Source: an optimization exercise on an open RTL-to-GDS flow (aim: small area). Production flows keep margins and buffers that such runs may drop. The RTL of this run was laid out without a check of its function. Power figures rest on the tool's default switching activity, not on a simulated workload.

==> design.v <==
`timescale 1ns / 1ps
module dirc_updater(
    input [1:0] dirc,
    input [6:0] x, y,
    output reg [6:0] update_x, update_y
);
    always @( * ) begin
        case ( dirc )
            2'b00: begin
                if ( x == 0 ) update_x = 74;
                else update_x = x - 1;
                update_y = y;
            end
            2'b01: begin
                if ( x == 74 ) update_x = 0;
                else update_x = x + 1;
                update_y = y;
            end
            2'b10: begin
                update_x = x;
                if ( y == 0 ) update_y = 74;
                else update_y = y - 1;
            end
            2'b11: begin
                update_x = x;
                if ( y == 74 ) update_y = 0;
                else update_y = y + 1;
            end
        endcase
    end
endmodule
module rand_core(
    input               clk,         
    input               rstn,        
    input               new_en,      
    output reg [31:0] rand_code
    );
parameter seed = 32'h3ecd12;   
parameter feedback = 32'h280c97;   
reg        new_d;
wire feedback_item = ^( feedback & rand_code );
always @( posedge clk ) begin
    if( !rstn )
        new_d <= 1'b0;
    else
        new_d <= new_en;
end
always @( posedge clk ) begin
    if( !rstn ) 
        rand_code <= seed;
    else if( ~new_d & new_en )
        rand_code <= { feedback_item, rand_code[31:1] };
    else if( rand_code == 32'd0 )
        rand_code <= seed;
end
endmodule
`timescale 1ns / 1ps
module play_core #(
    parameter time_per_step = 200,
    parameter time_per_food = 3,
    parameter total_food = 36,
    parameter food_a_color = 12'h48F,
    parameter food_b_color = 12'h00F,
    parameter WRITE_SNAKE = 2'b00,
    parameter UPDATE_SNAKE = 2'b01,
    parameter PAUSING = 2'b10,
    parameter GAME_OVER = 2'b11,
    parameter IDLE = 5'b00000,
    parameter DEL_TAILA = 5'b00001,
    parameter DEL_TAILB = 5'b00010,
    parameter PNT_TAILA = 5'b00011,
    parameter PNT_TAILB = 5'b00100,
    parameter PNT_HEADA = 5'b00101,
    parameter PNT_HEADB = 5'b00110,
    parameter JUG_EATA = 5'b00111,
    parameter JUG_EATB = 5'b01000,
    parameter CHANGE_DIRC_TAILA = 5'b01001,
    parameter CHANGE_DIRC_TAILB = 5'b01010,
    parameter EXT_TAILA = 5'b01011,
    parameter GET_INFO_TAILA = 5'b01100,
    parameter CHANGE_TO_TAILB = 5'b01101,
    parameter GET_INFO_TAILB = 5'b01110,
    parameter EXT_TAILB = 5'b01111,
    parameter SET_FOOD = 5'b10000,
    parameter GET_INFO_FOOD = 5'b10001,
    parameter JUG_FOOD_LOCTION = 5'b10010,
    parameter CHANGE_DIRC = 5'b10011,
    parameter LOCK_A = 5'b10100,
    parameter LOCK_B = 5'b10101,
    parameter LOCK = 5'b10110
)(
    input clk,
    input rst,
    input play, pause,
    input [11:0] head_a_color, head_b_color,
    input [11:0] body_a_color, body_b_color,
    input BTNL_a, BTNR_a, BTNU_a, BTND_a,
    input BTNL_b, BTNR_b, BTNU_b, BTND_b,
    input [15:0] rdata,
    output reg [1:0] who_win,
    output reg over,
    output integer len_a, len_b,
    output [2:0] food_time_out,
    output reg [5:0] food_count,
    output wire [12:0] waddr,
    output reg [15:0] wdata,
    output reg we
);
    reg [1:0] state;
    reg paint_a;
    reg [4:0] update_state;
    integer time_count;
    reg [6:0] head_a_x, tail_a_x, head_b_x, tail_b_x, write_x;
    reg [6:0] head_a_y, tail_a_y, head_b_y, tail_b_y, write_y;
    reg [1:0] dirc_a, dirc_b, tail_dirc_a, tail_dirc_b;
    reg [1:0] dirc;
    reg [6:0] ptr_x, ptr_y;
    wire [6:0] uptr_x, uptr_y;
    dirc_updater updater( dirc, ptr_x, ptr_y, uptr_x, uptr_y );
    reg s1, s2, s3;
    wire play_PS;
    always@(posedge clk)begin
        if ( rst ) begin
            s1 <= 0;
            s2 <= 0;
            s3 <= 0;
        end
        else begin
            s1 <= play;
            s2 <= s1;
            s3 <= s2;
        end
    end
    assign play_PS = s2 & (~s3);
    always @(*) begin
        case ( update_state )
            PNT_TAILA: begin
                dirc = rdata[3:2];
                ptr_x = tail_a_x; ptr_y = tail_a_y;
            end
            PNT_TAILB: begin
                dirc = rdata[3:2];
                ptr_x = tail_b_x; ptr_y = tail_b_y;
            end
            PNT_HEADA: begin
                dirc = dirc_a;
                ptr_x = head_a_x; ptr_y = head_a_y;
            end
            PNT_HEADB: begin
                dirc = dirc_b;
                ptr_x = head_b_x; ptr_y = head_b_y;
            end
            CHANGE_DIRC_TAILA: begin
                dirc = { rdata[3], ~rdata[2] };
                ptr_x = tail_a_x; ptr_y = tail_a_y;
            end
            EXT_TAILA: begin
                dirc = tail_dirc_a;
                ptr_x = write_x; ptr_y = write_y;
            end
            CHANGE_TO_TAILB: begin
                dirc = tail_dirc_b;
                ptr_x = tail_b_x; ptr_y = tail_b_y;
            end
            EXT_TAILB: begin
                dirc = tail_dirc_b;
                ptr_x = write_x; ptr_y = write_y;
            end
            default: begin
                dirc = 0;
                ptr_x = 0; ptr_y = 0;
            end
        endcase
    end
    reg eaten;
    reg [4:0] eat_a, eat_b;
    reg [6:0] food_time;
    wire [31:0] rand_num;
    assign food_time_out = food_time[6:4];
    rand_core rand_gen(
        clk, ~rst, 
        time_count[1:0] == 2'b00, 
        rand_num
    );
    assign waddr = write_x + 
        { write_y, 6'b000000 } + { write_y, 3'b000 } + 
        { write_y, 1'b0 } + write_y;
    always @( posedge clk ) begin
        if ( rst ) begin
        state <= GAME_OVER;
        update_state <= IDLE;
        we <= 0;
        over <= 0;
        paint_a <= 0;
        time_count <= 0;
        head_a_x <= 0; tail_a_x <= 0; head_b_x <= 0; tail_b_x <= 0; write_x <= 0;
        head_a_y <= 0; tail_a_y <= 0; head_b_y <= 0; tail_b_y <= 0; write_y <= 0;
        dirc_a <= 0; dirc_b <= 0; tail_dirc_a <= 0; tail_dirc_b <= 0;
        eaten <= 0; eat_a <= 0; eat_b <= 0;
        food_time <= 0;
        who_win <= 0;
        len_a <= 0; len_b <= 0;
        food_count <= 0;
        wdata <= 0;
        end
        else
        case ( state )
            GAME_OVER: begin
                time_count <= 0;
                over <= 0;
                we <= 0;
                update_state <= LOCK;
                if ( play_PS ) begin
                    over <= 0;
                    state <= IDLE;
                    paint_a <= 1;
                    update_state <= IDLE;
                    head_a_x <= 25; tail_a_x <= 25; head_b_x <= 49; tail_b_x <= 49;
                    head_a_y <= 49; tail_a_y <= 25; head_b_y <= 25; tail_b_y <= 49;
                    dirc_a <= 2'b11; dirc_b <= 2'b10;
                    len_a <= 25; len_b <= 25;
                    write_x <= 25; write_y <= 49;
                    wdata <= { head_a_color, 4'b1101 };
                    we <= 1;
                end
            end
            WRITE_SNAKE: begin
                time_count <= 0;
                if ( paint_a ) begin
                    if ( write_y == 25 ) begin
                        write_x <= 49;
                        wdata <= { head_b_color, 4'b1010 };
                        paint_a <= 0;
                    end
                    else begin
                        write_y <= write_y - 1;
                        wdata <= { body_a_color, 4'b1101 }; 
                    end
                end
                else begin
                    if ( write_y == 49 ) begin
                        we <= 0;
                        state <= UPDATE_SNAKE;
                        update_state <= IDLE;
                    end
                    else begin
                        write_y <= write_y + 1;
                        wdata <= { body_b_color, 4'b1010 }; 
                    end
                end
            end
            UPDATE_SNAKE: begin
                if ( time_count == time_per_step - ( 36 - food_count ) * time_per_food ) begin
                    time_count <= 1;
                    update_state <= DEL_TAILA;
                end
                else time_count <= time_count + 1;
                if ( pause && ( update_state == 5'b10011 || update_state == 5'b10100) )
                    state <= PAUSING;
                case ( update_state )
                    IDLE: begin
                        we <= 0;
                        who_win <= 0; eaten <= 1;
                        food_count <= total_food;
                        food_time <= 0;
                        eat_a <= 0; eat_b <= 0;
                    end
                    DEL_TAILA: begin
                        we <= 1;
                        wdata <= 0;
                        write_x <= tail_a_x; write_y <= tail_a_y;
                        update_state <= DEL_TAILB;
                    end
                    DEL_TAILB: begin
                        wdata <= 0;
                        write_x <= tail_b_x; write_y <= tail_b_y;
                        update_state <= PNT_TAILA;
                    end
                    PNT_TAILA: begin
                        wdata <= { body_a_color, dirc_a, 2'b01 };
                        write_x <= head_a_x; write_y <= head_a_y;
                        tail_a_x <= uptr_x; tail_a_y <= uptr_y;
                        update_state <= PNT_TAILB;
                    end
                    PNT_TAILB: begin
                        wdata <= { body_b_color, dirc_b, 2'b10 };
                        write_x <= head_b_x; write_y <= head_b_y;
                        tail_b_x <= uptr_x; tail_b_y <= uptr_y;
                        update_state <= PNT_HEADA;
                    end
                    PNT_HEADA: begin
                        wdata <= { head_a_color, dirc_a, 2'b01 };
                        write_x <= uptr_x; write_y <= uptr_y;
                        head_a_x <= uptr_x; head_a_y <= uptr_y;
                        update_state <= PNT_HEADB;
                    end
                    PNT_HEADB: begin
                        wdata <= { head_b_color, dirc_b, 2'b10 };
                        write_x <= uptr_x; write_y <= uptr_y;
                        head_b_x <= uptr_x; head_b_y <= uptr_y;
                        update_state <= JUG_EATA;
                    end
                    JUG_EATA: begin
                        case ( rdata[1:0] )
                            2'b01: who_win <= 2'b01;
                            2'b10: who_win <= 2'b01;
                            2'b11: begin
                                eaten <= 1;
                                if ( rdata[2] ) begin
                                    eat_a <= { 1'b1, food_time[6:3] };
                                    food_time <= 0;
                                end
                                else eat_a <= 16;
                            end
                        endcase
                        write_x <= tail_a_x; write_y <= tail_a_y;
                        we <= 0;
                        update_state <= JUG_EATB;
                    end
                    JUG_EATB: begin
                        case ( rdata[1:0] )
                            2'b00: begin
                                if ( who_win[0] ) begin
                                    state <= GAME_OVER;
                                    over <= 1;
                                end
                            end
                            2'b01: begin
                                if ( who_win[0] || ( head_a_x == head_b_x && head_a_y == head_b_y ) ) begin
                                    if ( len_a == len_b )     who_win <= 2'b11;
                                    else if ( len_a < len_b ) who_win <= 2'b01;
                                    else                      who_win <= 2'b10; 
                                end
                                else who_win <= 2'b10;
                                state <= GAME_OVER;
                                over <= 1;
                            end
                            2'b10: begin
                                if ( who_win[0] ) begin
                                    if ( len_a == len_b )     who_win <= 2'b11;
                                    else if ( len_a < len_b ) who_win <= 2'b01;
                                    else                      who_win <= 2'b10; 
                                end
                                else who_win <= 2'b10;
                                state <= GAME_OVER;
                                over <= 1;
                            end
                            2'b11: begin
                                eaten <= 1;
                                if ( rdata[2] ) begin
                                    eat_b <= { 1'b1, food_time[6:3] };
                                    food_time <= 0;
                                end
                                else eat_b <= 16;
                                if ( who_win[0] ) begin
                                    state <= GAME_OVER;
                                    over <= 1;
                                end
                            end
                        endcase
                        write_x <= tail_b_x; write_y <= tail_b_y;
                        update_state <= CHANGE_DIRC_TAILA;
                    end
                    CHANGE_DIRC_TAILA: begin
                        we <= 1;
                        tail_dirc_a <= { rdata[3], ~rdata[2] };
                        wdata <= rdata;
                        write_x <= uptr_x; write_y <= uptr_y;
                        update_state <= CHANGE_DIRC_TAILB;
                    end
                    CHANGE_DIRC_TAILB: begin
                        tail_dirc_b <= { rdata[3], ~rdata[2] };
                        update_state <= EXT_TAILA;
                    end
                    EXT_TAILA: begin
                        if ( eat_a == 0 || rdata[1:0] != 2'b00 ) begin
                            wdata <= rdata;
                            eat_a <= 0;
                            update_state <= CHANGE_TO_TAILB;
                        end
                        else begin
                            tail_a_x <= write_x; tail_a_y <= write_y;
                            write_x <= uptr_x; write_y <= uptr_y;
                            eat_a <= eat_a - 1; len_a <= len_a + 1;
                            update_state <= GET_INFO_TAILA;
                        end
                    end
                    GET_INFO_TAILA: update_state <= EXT_TAILA;
                    CHANGE_TO_TAILB: begin
                        wdata <= { body_b_color, 
                            tail_dirc_b[1], ~tail_dirc_b[0], 2'b10 };
                        write_x <= uptr_x; write_y <= uptr_y;
                        update_state <= GET_INFO_TAILB;
                    end
                    GET_INFO_TAILB: update_state <= EXT_TAILB;
                    EXT_TAILB: begin
                        if ( eat_b == 0 || rdata[1:0] != 2'b00 ) begin
                            wdata <= rdata;
                            eat_b <= 0;
                            update_state <= SET_FOOD;
                        end
                        else begin
                            tail_b_x <= write_x; tail_b_y <= write_y;
                            write_x <= uptr_x; write_y <= uptr_y;
                            eat_b <= eat_b - 1; len_b <= len_b + 1;
                            update_state <= GET_INFO_TAILB;
                        end
                    end
                    SET_FOOD: begin
                        if ( eaten ) begin
                            if ( food_count == 0 ) begin
                                if ( len_a == len_b )     who_win <= 2'b11;
                                else if ( len_a < len_b ) who_win <= 2'b01;
                                else                      who_win <= 2'b10;
                                state <= GAME_OVER;
                                over <= 1;
                            end
                            else begin
                                we <= 0;
                                eaten <= 0;
                                food_count <= food_count - 1;
                                if ( food_count[1:0] == 2'b01 ) begin
                                    food_time <= 7'b1111111;
                                    wdata <= { food_b_color, 4'b0111 };
                                end
                                else begin
                                    food_time <= 7'b0000000;
                                    wdata <= { food_a_color, 4'b0011 };
                                end
                                write_x <= rand_num[31:16] % 75;
                                write_y <= rand_num[15:0] % 75;
                                update_state <= GET_INFO_FOOD;
                            end
                        end
                        else begin
                            we <= 0;
                            if ( food_count[1:0] == 2'b00 && food_time != 0 )
                                food_time <= food_time - 1;
                            update_state <= CHANGE_DIRC;
                        end
                    end
                    GET_INFO_FOOD: update_state <= JUG_FOOD_LOCTION;
                    JUG_FOOD_LOCTION: begin
                        if ( rdata[1] | rdata[0] ) begin
                            write_x <= rand_num[31:16] % 75;
                            write_y <= rand_num[15:0] % 75;
                            update_state <= GET_INFO_FOOD;
                        end
                        else begin
                            we <= 1;
                            update_state <= CHANGE_DIRC;
                        end
                    end
                    CHANGE_DIRC: begin
                        we <= 0;
                        if ( dirc_a[1] ) begin
                            if ( BTNL_a ) begin
                                dirc_a <= 2'b00;
                                update_state <= LOCK_A;
                            end
                            else if ( BTNR_a ) begin
                                dirc_a <= 2'b01;
                                update_state <= LOCK_A;
                            end
                        end
                        else begin
                            if ( BTNU_a ) begin
                                dirc_a <= 2'b10;
                                update_state <= LOCK_A;
                            end
                            else if ( BTND_a ) begin
                                dirc_a <= 2'b11;
                                update_state <= LOCK_A;
                            end
                        end
                        if ( dirc_b[1] ) begin
                            if ( BTNL_b ) begin
                                dirc_b <= 2'b00;
                                update_state <= LOCK_B;
                            end
                            else if ( BTNR_b ) begin
                                dirc_b <= 2'b01;
                                update_state <= LOCK_B;
                            end
                        end
                        else begin
                            if ( BTNU_b ) begin
                                dirc_b <= 2'b10;
                                update_state <= LOCK_B;
                            end
                            else if ( BTND_b ) begin
                                dirc_b <= 2'b11;
                                update_state <= LOCK_B;
                            end
                        end
                    end
                    LOCK_A: begin
                        if ( dirc_b[1] ) begin
                            if ( BTNL_b ) begin
                                dirc_b <= 2'b00;
                                update_state <= LOCK;
                            end
                            else if ( BTNR_b ) begin
                                dirc_b <= 2'b01;
                                update_state <= LOCK;
                            end
                        end
                        else begin
                            if ( BTNU_b ) begin
                                dirc_b <= 2'b10;
                                update_state <= LOCK;
                            end
                            else if ( BTND_b ) begin
                                dirc_b <= 2'b11;
                                update_state <= LOCK;
                            end
                        end
                    end
                    LOCK_B: begin
                        if ( dirc_a[1] ) begin
                            if ( BTNL_a ) begin
                                dirc_a <= 2'b00;
                                update_state <= LOCK;
                            end
                            else if ( BTNR_a ) begin
                                dirc_a <= 2'b01;
                                update_state <= LOCK;
                            end
                        end
                        else begin
                            if ( BTNU_a ) begin
                                dirc_a <= 2'b10;
                                update_state <= LOCK;
                            end
                            else if ( BTND_a ) begin
                                dirc_a <= 2'b11;
                                update_state <= LOCK;
                            end
                        end
                    end
                    LOCK:;
                    default: update_state <= CHANGE_DIRC;
                endcase
            end
            PAUSING: begin
                if ( play_PS ) state <= UPDATE_SNAKE;
            end
        endcase
    end
endmodule
==> run.sh <==
#!/bin/bash
# synth_recipe.tcl (not shown) runs the flow's synth.tcl, then flattens the netlist and writes it again
# the make line also repeats each setting of config.mk as NAME=value (left out here)
make -C /OpenROAD-flow-scripts/flow DESIGN_CONFIG=/design/flow/config.mk WORK_HOME=/design/flow/orfs CLKGATE_MAP_FILE= SYNTH_SCRIPT=/design/flow/synth_recipe.tcl finish
==> config.mk <==
export PLATFORM = sky130hd
export DESIGN_NAME = play_core
export DESIGN_NICKNAME = play_core
export VERILOG_FILES = /design/flow/design.v
export SDC_FILE = /design/flow/constraint.sdc
export NUM_CORES = 4
export LEC_CHECK = 0
export CAP_MARGIN = 20
export CORE_MARGIN = 2
export CORE_UTILIZATION = 40
export PLACE_DENSITY = 0.6
export SLEW_MARGIN = 20
==> constraint.sdc <==
create_clock -name core_clock -period 12.0 [get_ports {clk}]
set_input_delay 2.4000 -clock core_clock [delete_from_list [all_inputs] [get_ports {clk}]]
set_output_delay 2.4000 -clock core_clock [all_outputs]
set_load 0.01 [all_outputs]
==> notes.md <==
RSZ-0062 raised after global routing yes; Clock power frac 0.091; yosys warns 3; DP HPWL 70,700 um; largest family of logic cells by synthesized area compound AO/OA/AOI/OAI gates; Starting Density 0.403; wire per inst 20.0 um; DRT antenna net count 0; CTS Buffer Depth 3; minimum clock period 11.11 ns; Die X 266 um; register bit count reported by yosys 262; initial DRC count 3,366; most frequent cells in the layout nor2_1, nand2_1, a21oi_1, dfxtp_1, o21ai_0; Seq pwr share 0.082; family with the most delay on the worst path compound AO/OA/AOI/OAI gates; Crit Path Class flip-flop to flip-flop; Post-Syn Instances 3,866; Worst Hold Endpoint wdata[3]; worst r2r src rand_gen.rand_code[11]; Bufs and invs on worst path 1; final hold viol count 0; Worst Tran Pin Value 1.08 ns; placed cell count 4,802; via count 30,345; Via density 6.24; clk sinks 262; Area Overhead vs Synth 14.8%; path depth of the worst reg2reg path 41; mux contribution to synthesized area 0.0237; syn_nets 4,064; Setup-failing EPs final 0; CP Depth 41; HP Start wdata[3]; Period Utilization, post-route 0.926; most common cell after layout, fill and taps aside nor2_1; setup TNS 0 ns; pin count of the biggest net entering global routing 96; Crit. Startpoint rand_gen.rand_code[11]; Critical Path Sink Type flip-flop; Lkg Pwr 11.8 nW; XOR/XNOR share of the synthesized area 0.0658; I/O pins 182; R2R Setup Slk 0.89 ns; drt pass-1 iters 10; initial antenna violation count 2; Core Area 68,300 um^2; worst clock skew 0.0269 ns; Power per Cell Area 367 nW/um^2; Main synth FF type dfxtp_1; crit path launch type flip-flop; grt ovf 0; Psw 0.00631 W; Crit-path slowest cell xnor2_1; register area share after synthesis 0.191; Slew Limit Fails 0; Compound-Gate Fraction of Synth Area 0.324; CTS Buf Count 35; Placement Rows 96; Worst Path Required 12.40 ns; DP Area 30,300 um^2; Synth Area in Adders 0.0614; Synth Area in Simple Gates 0.278; Total GRT Usage 0.263; pre-CTS WS 0.506 ns; max cap viols 0; DRC 0; mean post-synth cell area 7.12 um^2; Clk pin slew, worst setup/hold paths 0.06 ns; Root Buffer clkbuf_16; die area 70,900 um^2; Clk Latency, worst-skew pair 0.57 ns; # fillers 6,950; Fmax 90.0 MHz; hold_buf cts 0; ys async rst share 0; Critical Path Max Stage Delay 0.68 ns; Final Cell Area 31,600 um^2; die span in y 266 um; Hold Crit Class flip-flop to flip-flop; vias in the first global route 27,888; combinational share of power 0.827; Port-buffer cells 181; first-pass GRT wire length 154,000 um; gpl congestion 0.923; final cell count without fillers 4,864; Hold Path Cell Cnt 2; fin worst setup slack 0.888 ns; H-Tree Depth 2; # diodes 0; internal power 0.00529 W; r2r endpoint write_y[6]; crit-path max FO 13; Nets 4,157; Switching Fraction 0.544; Post-Syn Area 27,500 um^2; Total Wirelength 97,200 um; layout cells sized above 1 0.0889; overall power 0.0116 W; status no timing/DRC/antenna violations; Synth cell types 135; CTS tree yes; slew margin rel. 0.279; CP Data Arrival Time 11.51 ns; Worst VDD drop 0.353 mV; Post-synth EDFFs 0
-- sequential cells by signal, indices dropped and copies added, names as in the netlist, 16 cells and up --
signal / flops
len_a: 32
len_b: 32
rand_gen.rand_code: 32
time_count: 32
wdata: 16
-- metal layers --
layer	GRT usage	wire length (um)
met5	0	26
met4	0.0767	2530
met3	0.0399	6990
met2	0.413	43000
met1	0.370	44600
-- worst max path at each step --
stage | end | slack (ns)
final | write_y[6] | 0.89
after global routing | write_x[0] | -0.06
after CTS | write_x[0] | 0.45
after detailed placement | write_x[0] | 0.51
after global placement | write_x[0] | 0.80
after floorplan | write_x[0] | 1.69
-- cell type report --
class                   instances  area, um^2  area share
flip-flops and latches        262        5250       0.166
multi-input cells            3236       21000       0.663
clock buffers                  42         942      0.0298
inverters                     130         488      0.0154
clock inverters                18         195     0.00618
well taps                     882        1100      0.0349
repair buffers                294        2660      0.0842
-- Yosys cell counts (all sizes together), types with 16 or more instances --
library cell	instances	area share
nor2	469	0.065
nand2	359	0.049
a21oi	319	0.060
dfxtp	262	0.19
o21ai	252	0.048
clkbuf	167	0.023
nand3	164	0.030
xnor2	151	0.049
inv	126	0.017
nor3	121	0.023
ha	107	0.049
a22oi	95	0.026
buf	71	0.015
a31oi	65	0.016
a211oi	60	0.018
and3	59	0.013
xor2	54	0.017
nand2b	53	0.012
nand4	52	0.012
o211ai	49	0.014
and2	45	0.010
mux2i	44	0.017
nor4	44	0.010
or3	41	0.0095
o22ai	37	0.0086
a21o	36	0.0098
a222oi	36	0.013
nor2b	35	0.0080
o31ai	30	0.0092
a211o	28	0.0095
or2	27	0.0061
a221oi	26	0.0083
a311oi	23	0.0078
o21a	23	0.0063
nor3b	22	0.0060
a21boi	20	0.0055
mux2	17	0.0071
and4	16	0.0051
-- worst reg2reg max path, delay by kind of cell (launching register included) --
| kind | cells | cell delay [ns] |
|---|---|---|
| multiplexers | 3 | 1.29 |
| buffers and inverters | 1 | 0.21 |
| AO/OA/AOI/OAI | 16 | 3.84 |
| XOR/XNOR | 3 | 1.11 |
| AND/OR/NAND/NOR | 15 | 3.13 |
| adder cells (fa/ha/maj) | 3 | 0.72 |
| flip-flops | 1 | 0.63 |
-- power by group through the flow --
stage / Clock (W) / Sequential [W] / Combinational (W)
after detailed placement: 0 / 0.000968 / 0.00930
after CTS: 0.00107 / 0.000949 / 0.00935
final: 0.00105 / 0.000950 / 0.00960
after floorplan: 0 / 0.000946 / 0.00722
after global placement: 0 / 0.000968 / 0.00929
after global routing: 0.00110 / 0.000955 / 0.0106
-- per-stage QoR --
stage / hold WS (ns) / utilization
floorplan: 0.414 / -
CTS: 0.451 / 0.460
global route: 0.489 / 0.462
detailed placement: 0.443 / 0.443
global placement: 0.441 / 0.443
finish: 0.450 / 0.462
-- repair_timing --
item	4_1_cts	5_1_grt
gates resized for setup	0	34
endpoints found under the setup margin	0	12
buffers inserted	0	2
-- cell families after synthesis --
kind of cell,after synthesis
compound gates,1284
flops,262
fa+ha+maj,127
mux,61
xor+xnor,205
buf+inv,368
simple gates,1559

-- port drivers added, routing unchanged --
The results above use ideal ports. As a check the final layout listed here was re-extracted and re-timed, cells and wires unchanged. Step 1, drivers: a clkbuf_16 drives clk and a buf_2 each remaining input, both assumed. Step 2 moves the port delays by t, midway between the first and last clock arrival at a register: inputs arrive t later, outputs are due t later. That takes back most of the time a late clock gives input paths. Slacks: ideal / step 1 / step 2; pairs: ideal / step 1.
t, ns: 0.627
setup WS [ns]: 0.888 / 0.888 / 0.888
latest minus earliest clock arrival (ns): 0.028 / 0.027
worst register clock-pin slew, ns: 0.07 / 0.07
cell pins on the clock port's net: 1
After both steps this run still meets setup and hold. The setup slack of this run moves by 0.000 ns with the drivers and by 0.000 ns with both steps.
